Source: an optimization exercise on an open RTL-to-GDS flow (aim: small area, a short achievable clock period and few clock cycles per item). Production flows keep margins and buffers that such runs may drop.
Only the layout flow was run in this run; the RTL was not checked for function there.

==> flow/design.v <==
module RCfun(
	input wire	[7:0]  inRoundNumber,
	output wire	[63:0] outData
);
assign outData = (inRoundNumber == 8'd1) ? 64'h0000000000000001 :
					  (inRoundNumber == 8'd2) ? 64'h0000000000008082 :
					  (inRoundNumber == 8'd3) ? 64'h800000000000808A :
					  (inRoundNumber == 8'd4) ? 64'h8000000080008000 :
					  (inRoundNumber == 8'd5) ? 64'h000000000000808B :
					  (inRoundNumber == 8'd6) ? 64'h0000000080000001 :
					  (inRoundNumber == 8'd7) ? 64'h8000000080008081 :
					  (inRoundNumber == 8'd8) ? 64'h8000000000008009 :
					  (inRoundNumber == 8'd9) ? 64'h000000000000008A :
					  (inRoundNumber == 8'd10) ? 64'h0000000000000088 :
					  (inRoundNumber == 8'd11) ? 64'h0000000080008009 :
					  (inRoundNumber == 8'd12) ? 64'h000000008000000A :
					  (inRoundNumber == 8'd13) ? 64'h000000008000808B :
					  (inRoundNumber == 8'd14) ? 64'h800000000000008B :
				     (inRoundNumber == 8'd15) ? 64'h8000000000008089 :
					  (inRoundNumber == 8'd16) ? 64'h8000000000008003 :
					  (inRoundNumber == 8'd17) ? 64'h8000000000008002 :
					  (inRoundNumber == 8'd18) ? 64'h8000000000000080 :
					  (inRoundNumber == 8'd19) ? 64'h000000000000800A :
					  (inRoundNumber == 8'd20) ? 64'h800000008000000A :
					  (inRoundNumber == 8'd21) ? 64'h8000000080008081 :
					  (inRoundNumber == 8'd22) ? 64'h8000000000008080 :
					  (inRoundNumber == 8'd23) ? 64'h0000000080000001 : 64'h8000000080008008;  
endmodule
module lotaFun(
	input wire  [7:0]    inRoundNumber,  
	input wire  [1599:0] inData,			 
	output wire [1599:0] outData			 
);
wire [63:0] rcNumber;  
RCfun rcfun(.inRoundNumber(inRoundNumber), .outData(rcNumber));
assign outData[1599:64] = inData[1599:64];
assign outData[63:0] = inData[63:0] ^ rcNumber[63:0];
endmodule
module chiFun (
	input wire  [1599:0] inData,
	output wire [1599:0] outData
);
assign outData[1599:1536] =   inData[1599:1536] ^ ((~inData[1343:1280]) & inData[1407:1344]);
assign outData[1535:1472] =   inData[1535:1472] ^ ((~inData[1599:1536]) & inData[1343:1280]);
assign outData[1471:1408] =   inData[1471:1408] ^ ((~inData[1535:1472]) & inData[1599:1536]);
assign outData[1407:1344] =   inData[1407:1344] ^ ((~inData[1471:1408]) & inData[1535:1472]);
assign outData[1343:1280] =   inData[1343:1280] ^ ((~inData[1407:1344]) & inData[1471:1408]);
assign outData[1279:1216] =   inData[1279:1216] ^ ((~inData[1023:960]) & inData[1087:1024]);
assign outData[1215:1152] =   inData[1215:1152] ^ ((~inData[1279:1216]) & inData[1023:960]);
assign outData[1151:1088] =   inData[1151:1088] ^ ((~inData[1215:1152]) & inData[1279:1216]);
assign outData[1087:1024] =   inData[1087:1024] ^ ((~inData[1151:1088]) & inData[1215:1152]);
assign outData[1023:960]  =   inData[1023:960]  ^ ((~inData[1087:1024]) & inData[1151:1088]);
assign outData[959:896]   =   inData[959:896] ^ ((~inData[703:640]) & inData[767:704]);
assign outData[895:832]   =   inData[895:832] ^ ((~inData[959:896]) & inData[703:640]);
assign outData[831:768]   =   inData[831:768] ^ ((~inData[895:832]) & inData[959:896]);
assign outData[767:704]   =   inData[767:704] ^ ((~inData[831:768]) & inData[895:832]);
assign outData[703:640]   =   inData[703:640] ^ ((~inData[767:704]) & inData[831:768]);
assign outData[639:576]   =   inData[639:576] ^ ((~inData[383:320]) & inData[447:384]);
assign outData[575:512]   =   inData[575:512] ^ ((~inData[639:576]) & inData[383:320]);
assign outData[511:448]   =   inData[511:448] ^ ((~inData[575:512]) & inData[639:576]);
assign outData[447:384]   =   inData[447:384] ^ ((~inData[511:448]) & inData[575:512]);
assign outData[383:320]   =   inData[383:320] ^ ((~inData[447:384]) & inData[511:448]);
assign outData[319:256]   =   inData[319:256] ^ ((~inData[63:0]) & inData[127:64]);
assign outData[255:192]   =   inData[255:192] ^ ((~inData[319:256]) & inData[63:0]);
assign outData[191:128]   =   inData[191:128] ^ ((~inData[255:192]) & inData[319:256]);
assign outData[127:64]    =   inData[127:64]  ^ ((~inData[191:128]) & inData[255:192]);
assign outData[63:0]      =   inData[63:0]    ^ ((~inData[127:64]) & inData[191:128]); 
endmodule
module phiFun (
	input  wire [1599:0] inData,  
	output wire [1599:0] outData  
);
assign outData[1599:1280] = {inData[1407:1344], inData[1023:960], inData[959:896],
									  inData[575:512], inData[191:128]};
assign outData[1279:960]  = {inData[1535:1472], inData[1151:1088], inData[767:704],
									  inData[383:320], inData[319:256]};
assign outData[959:640]   = {inData[1343:1280], inData[1279:1216], inData[895:832],
									  inData[511:448], inData[127:64]};
assign outData[639:320]   = {inData[1471:1408], inData[1087:1024], inData[703:640],
									  inData[639:576], inData[255:192]};
assign outData[319:64]    = {inData[1599:1536], inData[1215:1152], inData[831:768],
								     inData[447:384]};
assign outData[63:0]      =  inData[63:0];
endmodule
module rhoFun (
	input wire  [1599:0]  inData,  
	output wire [1599:0]  outData   
);
assign outData[1599:1536] = {inData[1585:1536], inData[1599:1586]};        
assign outData[1535:1472] = {inData[1479:1472], inData[1535:1480]};        
assign outData[1471:1408] = {inData[1410:1408], inData[1471:1411]};        
assign outData[1407:1344] = {inData[1405:1344], inData[1407:1406]};        
assign outData[1343:1280] = {inData[1325:1280], inData[1343:1326]};        
assign outData[1279:1216] = {inData[1271:1216], inData[1279:1272]};        
assign outData[1215:1152] = {inData[1194:1152], inData[1215:1195]};        
assign outData[1151:1088] = {inData[1136:1088], inData[1151:1137]};        
assign outData[1087:1024] = {inData[1042:1024], inData[1087:1043]};        
assign outData[1023:960] = {inData[982:960], inData[1023:983]};            
assign outData[959:896] = {inData[920:896], inData[959:921]};              
assign outData[895:832] = {inData[870:832], inData[895:871]};              
assign outData[831:768] = {inData[788:768], inData[831:789]};              
assign outData[767:704] = {inData[757:704], inData[767:758]};              
assign outData[703:640] = {inData[700:640], inData[703:701]};              
assign outData[639:576] = {inData[619:576], inData[639:620]};              
assign outData[575:512] = {inData[520:512], inData[575:521]};              
assign outData[511:448] = {inData[505:448], inData[511:506]};              
assign outData[447:384] = {inData[403:384], inData[447:404]};              
assign outData[383:320] = {inData[347:320], inData[383:348]};              
assign outData[319:256] = {inData[292:256], inData[319:293]};              
assign outData[255:192] = {inData[227:192], inData[255:228]};              
assign outData[191:128] = {inData[129:128], inData[191:130]};              
assign outData[127:64] = {inData[126:64], inData[127]}; 
assign outData[63:0] = inData[63:0];   
endmodule
module dFun (
	input wire [319:0] inData,
	output wire [319:0] outData
);
assign outData[319:257] = inData[255:193] ^ inData[62:0];
assign outData[256] = inData[192] ^ inData[63];
assign outData[255:193] = inData[191:129] ^ inData[318:256];
assign outData[192] = inData[128] ^ inData[319];
assign outData[191:129] = inData[127:65] ^ inData[254:192];
assign outData[128] = inData[64] ^ inData[255];
assign outData[127:65] = inData[63:1] ^ inData[190:128];
assign outData[64] = inData[0] ^ inData[191];
assign outData[63:1] = inData[319:257] ^ inData[126:64];
assign outData[0] = inData[256] ^ inData[127];
endmodule
module cFun (                
	input wire [1599:0] inData,  
	output wire [319:0] outData
	);
assign outData = { inData[319:256] ^ inData[639:576] ^ inData[959:896] ^ inData[1279:1216] ^ inData[1599:1536],	 
						 inData[255:192] ^ inData[575:512] ^ inData[895:832] ^ inData[1215:1152] ^ inData[1535:1472],	 
						 inData[191:128] ^ inData[511:448] ^ inData[831:768] ^ inData[1151:1088] ^ inData[1471:1408],	 
						 inData[127:64]  ^ inData[447:384] ^ inData[767:704] ^ inData[1087:1024] ^ inData[1407:1344],    
						 inData[63:0] 	  ^ inData[383:320] ^ inData[703:640] ^ inData[1023:960]  ^ inData[1343:1280] };  
endmodule
module thetaFun (
	input wire [1599:0] inData,   
	output wire [1599:0] outData  
);
wire[319:0] outCData;  
wire[319:0] outDData;  
cFun cfun (.inData(inData), .outData(outCData));
dFun dfun (.inData(outCData), .outData(outDData));
assign outData[1599:1280] = inData[1599:1280] ^ outDData;
assign outData[1279:960]  = inData[1279:960]  ^ outDData;
assign outData[959:640]   = inData[959:640]   ^ outDData;
assign outData[639:320]   = inData[639:320]   ^ outDData;
assign outData[319:0]     = inData[319:0]     ^ outDData;
endmodule
module keccakP (
	input wire  [1599:0]   inData,  
	input wire  [7:0] 	  inRoundNumber,  
	output wire [1599:0]   outData	 
);
wire[1599:0] outTheta;
wire[1599:0] outRho;
wire[1599:0] outPhi;
wire[1599:0] outChi;
thetaFun Thetafun (.inData(inData), .outData(outTheta));
rhoFun Rhofun (.inData(outTheta), .outData(outRho));
phiFun Phifun (.inData(outRho), .outData(outPhi));
chiFun Chifun (.inData(outPhi), .outData(outChi));
lotaFun Lotafun (.inData(outChi), .inRoundNumber(inRoundNumber), .outData(outData));
endmodule
module Sha3512RoundReg(
	input wire 					inClk,
	input wire					inInit,		 
	input wire 					inExtWr,		 
	input wire		[575:0]	inExtData,	 
	input wire 					inIntWr,		 
	input wire		[1599:0] inIntData,	 
   output wire		[1599:0] outData		
);
reg [1599:0] regData;
always @ (posedge(inClk))
begin
    if (inExtWr == 1'b1) begin
		regData[575:0] <=  (regData[575:0] ^ inExtData[575:0]);  
		regData[1599:576] <= regData[1599:576];  
    end
    if (inIntWr == 1'b1) begin										   
        regData <= inIntData[1599:0];
    end
	 if (inInit == 1'b1) begin											   
		  regData <= 1600'b0;
	 end
end
assign outData = regData;
endmodule
module Sha3512DataOutReg(
	input wire 				inClk, 	 
	input wire				inInit,
	input wire 				inWr,		 
	input wire	[1599:0] inData,	 
	output wire	[575:0] 	outData	 
);
reg [575:0] regData;
always @ (posedge(inClk))
begin
    if (inWr == 1'b1) begin
        regData <= {64'b0, inData[511:0]};  
    end												  
	 if (inInit == 1'b1) begin  
		  regData <= 576'b0;
	 end
end
assign outData = regData;
endmodule
module Sha3512Control(
	input wire 			inClk, 				 
	input wire			inInit,				 
	input wire 			inExtDataWr,		 
	output wire 		outIntStateExtWr,	 
	output wire 		outIntStateIntWr,	 
	output wire 		outIntDataOutWr,	 
	output wire 		outBusy,				 
	output wire	[7:0] outRoundNumber,	 
	output wire			outInInit			 
);
reg [7:0] regCounter;
always @ (posedge(inClk))
begin
    if (inInit == 1'b1) begin
        regCounter <= 8'b0;  
    end else if ((inExtDataWr == 1'b1) || (regCounter != 8'b0)) begin
        if (regCounter == 8'd24) begin
            regCounter <= 8'b0;
        end else begin
            regCounter <= regCounter + 8'd1;
        end
    end
end
assign outIntStateExtWr = (regCounter == 8'd0) ? inExtDataWr : 1'b0;
assign outIntStateIntWr = (regCounter == 8'd0) ? 1'b0 : 1'b1;
assign outIntDataOutWr = (regCounter == 8'd24) ? 1'b1 : 1'b0;
assign outBusy = (regCounter == 8'd0) ? 1'b0 : 1'b1;
assign outRoundNumber = regCounter;
assign outInInit = inInit;
endmodule
module Sha3512(
		input wire 				inClk, 		 
		input wire				inInit,		 
		input wire				inDataWr,	 
		input wire	[575:0] 	inData,		 
		output wire	[575:0] 	outData,		 
		output wire 			outBusy		 
);
wire wireControloutIntStateExtWr;
wire wireControloutIntStateIntWr;
wire wireControloutIntDataOutWr;
wire wireControloutInInit;
wire[1599:0] wireKeccakPoutData;
wire[1599:0] wireStateRegoutData;
wire[7:0] wireRoundNumber;
Sha3512Control Sha3512Control(
					.inClk(inClk),
					.inInit(inInit),
					.inExtDataWr(inDataWr),
					.outIntStateExtWr(wireControloutIntStateExtWr),
					.outIntStateIntWr(wireControloutIntStateIntWr),
					.outIntDataOutWr(wireControloutIntDataOutWr),
					.outBusy(outBusy),
					.outRoundNumber(wireRoundNumber),
					.outInInit(wireControloutInInit)
					);
keccakP keccakp(
            .inData(wireStateRegoutData),
				.inRoundNumber(wireRoundNumber),
            .outData(wireKeccakPoutData)
				);
Sha3512RoundReg Sha3512RoundReg(
                .inClk(inClk),
					 .inInit(wireControloutInInit),
                .inExtWr(wireControloutIntStateExtWr),
                .inExtData(inData),
                .inIntWr(wireControloutIntStateIntWr),
                .inIntData(wireKeccakPoutData),
                .outData(wireStateRegoutData)
				);
Sha3512DataOutReg Sha3512DataOutReg(
                .inClk(inClk),
					 .inInit(wireControloutInInit),
                .inWr(wireControloutIntDataOutWr),
                .inData(wireKeccakPoutData),
                .outData(outData)
				);
endmodule
==> flow/run.sh <==
#!/bin/bash
# synth_recipe.tcl (not shown) runs the flow's synth.tcl, then flattens the netlist and writes it again
# the make line also repeats each setting of config.mk as NAME=value (left out here)
make -C /OpenROAD-flow-scripts/flow DESIGN_CONFIG=/design/flow/config.mk WORK_HOME=/design/flow/orfs CLKGATE_MAP_FILE= SYNTH_SCRIPT=/design/flow/synth_recipe.tcl finish
==> flow/config.mk <==
export PLATFORM = sky130hd
export DESIGN_NAME = Sha3512
export DESIGN_NICKNAME = Sha3512
export VERILOG_FILES = /design/flow/design.v
export SDC_FILE = /design/flow/constraint.sdc
export NUM_CORES = 4
export LEC_CHECK = 0
export CAP_MARGIN = 30
export CORE_MARGIN = 2
export CORE_UTILIZATION = 30
export PLACE_DENSITY = 0.5
export SLEW_MARGIN = 30
==> flow/constraint.sdc <==
create_clock -name core_clock -period 5.0 [get_ports {inClk}]
set_input_delay 1.0000 -clock core_clock [delete_from_list [all_inputs] [get_ports {inClk}]]
set_output_delay 1.0000 -clock core_clock [all_outputs]
set_load 0.01 [all_outputs]
==> summary.txt <==
GRT
  • GRT overflow: 0
  • Largest net degree at the start of global routing: 211
  • All-Layer GR Usage: 44.94%
  • Vias in the first global route: 107700
  • First-pass GRT wire length: 1267000 µm
  • Initial antenna violation count: 124

STA
  • F_max: 0.2123 GHz
  • Period utilization: 94.19%
  • Worst-margin pin slew: 1.260 ns
  • Worst hold slack: 0.4535 ns
  • Final worst slack: 0.2907 ns
  • Worst clock skew: 0.05178 ns
  • Post-route minimum period: 4.709 ns
  • Relative max-transition margin: 15.59%
  • Endpoints failing setup: 0
  • Setup TNS Final: 0 ns
  • Fin. max-slew vios: 0
  • Final Hold Viols: 0
  • RSZ-0062 raised after global routing: false

Logic synthesis
  • Leading area contributor after synthesis: dfxtp_1
  • Yosys warnings: 3
  • Post-synthesis adder-cell area fraction: 0.03797%
  • Synth Area in Simple Gates: 13.40%
  • XOR/XNOR Fraction of Synth Area: 39.45%
  • Cells after Synth: 14570
  • Synth Cell Area: 131800 µm²
  • Synth top area share: 32.20%
  • Number of synthesized flops with an enable pin: 0
  • Synthesis-stage register bit count: 2120
  • Top cells by area, synth: dfxtp_1, xnor2_1, a211oi_1, xor2_1, nor2_1
  • Netlist cell types: 59
  • Primary FF master, synth: dfxtp_1
  • Post-synthesis mux area share: 0.02373%
  • Area fraction in compound gates after synthesis: 12.27%
  • Largest family of logic cells by synthesized area: XOR/XNOR gates
  • Asr flop ratio synth: 0%
  • Avg Cell Area, Syn: 9.047 µm²
  • Sequential share of the synthesized area: 32.20%

CTS
  • TritonCTS Buffers: 290
  • Clk buf depth: 4
  • Post-CTS sizing: 0
  • Hold buffers post-CTS: 0
  • Clock latency (worst-skew pair): 1.01 ns
  • Worst-path clk slew: 0.06 ns
  • Post-CTS Setup Repair Bufs: 0
  • CTS tree: done
  • Clock Tree Root: clkbuf_16
  • Clock sink total: 2120
  • Htree depth: 5

Floorplan
  • Die Span X: 666.8 µm
  • Die Area: 444700 µm²
  • Initial Util: 30.10%
  • Num ports: 1156
  • Row Count: 243
  • Die Span Y: 666.8 µm
  • Total core area: 437800 µm²

Critical path
  • CP arrival: 3.71 ns
  • Crit path capture type: output pin
  • Critical path's slowest cell: clkdlybuf4s50_1
  • Crit path largest cell delay: 0.57 ns
  • Worst-path fanout max: 40
  • Worst path cell trace: nor3_1 > and2_1 > nand2_1 > nor2_1 > inv_8 > clkdlybuf4s50_1
  • CP startpoint kind: flip-flop
  • Worst EP required: 4.00 ns
  • WS Path Type: reg2out

Cells and area
  • Most frequent cells in the layout: nor2_1, xnor2_1, dfxtp_1, a211oi_1, nand2_1
  • Final Cell Area: 172700 µm²
  • Layout cells sized above 1: 16.21%
  • Nets: 16720
  • Area grow syn2layout: 31.01%
  • Commonest non-fill, non-tap cell in the layout: nor2_1
  • Core Util, Final: 39.44%
  • Fillers: 44050
  • Layout Cells excl Fill: 22190

Placed design
  • Placement Cell Area: 162300 µm²
  • Final HPWL DP: 902600 µm
  • Gpl congestion: 1.130
  • Port Buffers: 1091
  • Dpl cells: 21600
  • Pre-CTS setup slack: 0.6865 ns

Outcome
  • Outcome: complete, no violations

Routing
  • DRC viols: 0
  • Vias/cell: 5.331
  • ANT nets after route: 0
  • Via count: 118300
  • DRT Pass-1 Iters: 5
  • DR WL/cell: 46.42 µm
  • Routed Wire Length: 1030000 µm
  • DRT iter0 DRCs: 15250

Min path
  • Worst Hold Class: reg2reg

Job
  • # Max-Cap Violations: 0
layer usage:
layer	wire (µm)	GRT usage, %	share of wire, %
met1	420700	56.78	41
met2	411100	62.88	40
met3	105400	15.45	10
met4	92560	33.20	9.0
met5	284	0	0.028
critical path: cells and delay by family, from the launching register on:
family	cells	cell delay (ns)
buffers and inverters	2	0.83
flip-flops	1	0.49
AND/OR/NAND/NOR	4	1.33
cell families (layout without fill, tap and decap cells):
logic type / count (synthesis) / after routing
DFF: 2120 / 2120
and+or+nand+nor: 4358 / 4358
muxes: 3 / 3
adders and majority gates: 4 / 4
buffers and inverters: 855 / 2584
xor gates and xnor gates: 5070 / 5070
other: 1 / 138
AOI/OAI and AO/OA: 2158 / 2158
path summary, 6_finish.rpt:
path                                                   start                      endpoint  slack, ns  cells past startpoint
worst max-delay path            Sha3512Control.regCounter[4]                       outBusy       0.29                      6
worst min-delay path            Sha3512DataOutReg.regData[3]  Sha3512DataOutReg.regData[3]       0.45                      2
worst min register to register  Sha3512DataOutReg.regData[3]  Sha3512DataOutReg.regData[3]       0.45                      2
worst max register to register  Sha3512Control.regCounter[4]  Sha3512RoundReg.regData[310]       0.72                      9
state kept, by name, summed over array words and instances, names as in the netlist:
name / count
Sha3512RoundReg.regData: 1600
Sha3512DataOutReg.regData: 512
Sha3512Control.regCounter: 8
synth_stat cells, drive strengths merged (2+ instances only):
cell and instances:
a211oi 2105, a21o 3, a21oi 16, a221oi 3, a22oi 3, and2 2
and2b 15, buf 73, clkbuf 775, dfxtp 2120, ha 4, inv 7
mux2i 2, nand2 1155, nand2b 149, nand3 6, nand4b 3, nor2 2690
nor2b 310, nor3 15, nor4 2, o21a 3, o21ai 7, o221ai 2
o22ai 3, o31ai 2, or3 2, or4 2, xnor2 3304, xnor3 325
xor2 1437, xor3 4
final cells by class:
type,count,area [µm²],share of cell area [%]
antenna,74,185.2,0.1072
inverter,7,33.78,0.01956
clock buffer,406,8402,4.866
clock inverter,114,1556,0.9014
timing repair buffer,2057,18810,10.89
sequential,2120,42440,24.58
multi-input combinational,11660,94040,54.46
tap,5757,7203,4.172

## port drivers added, routing unchanged
The results above use ideal ports. As a check the final layout listed here was re-extracted and re-timed, cells and wires unchanged. Step 1 (the two cells are an assumption about what drives the block):
set clk [get_ports {inClk}]
set_driving_cell -lib_cell sky130_fd_sc_hd__clkbuf_16 $clk
set_driving_cell -lib_cell sky130_fd_sc_hd__buf_2 [delete_from_list [all_inputs] $clk]
Step 2 also shifts input and output timing later by t, the mid clock arrival at the registers, as if the neighbouring blocks saw the same clock. Slacks: ideal ports / drivers / drivers and shift; pairs: ideal ports / drivers.
t (ns): 1.115
slack for setup (ns): 0.291 / 0.156 / 0.715
latest minus earliest clock arrival (ns): 0.054 / 0.054
worst data-port slew with drivers (ns): 0.14
pins driven straight from the clock port: 1
After both steps setup and hold are still met in this run. For this run, drivers alone change the setup slack by -0.135 ns; drivers and shift together by +0.424 ns.
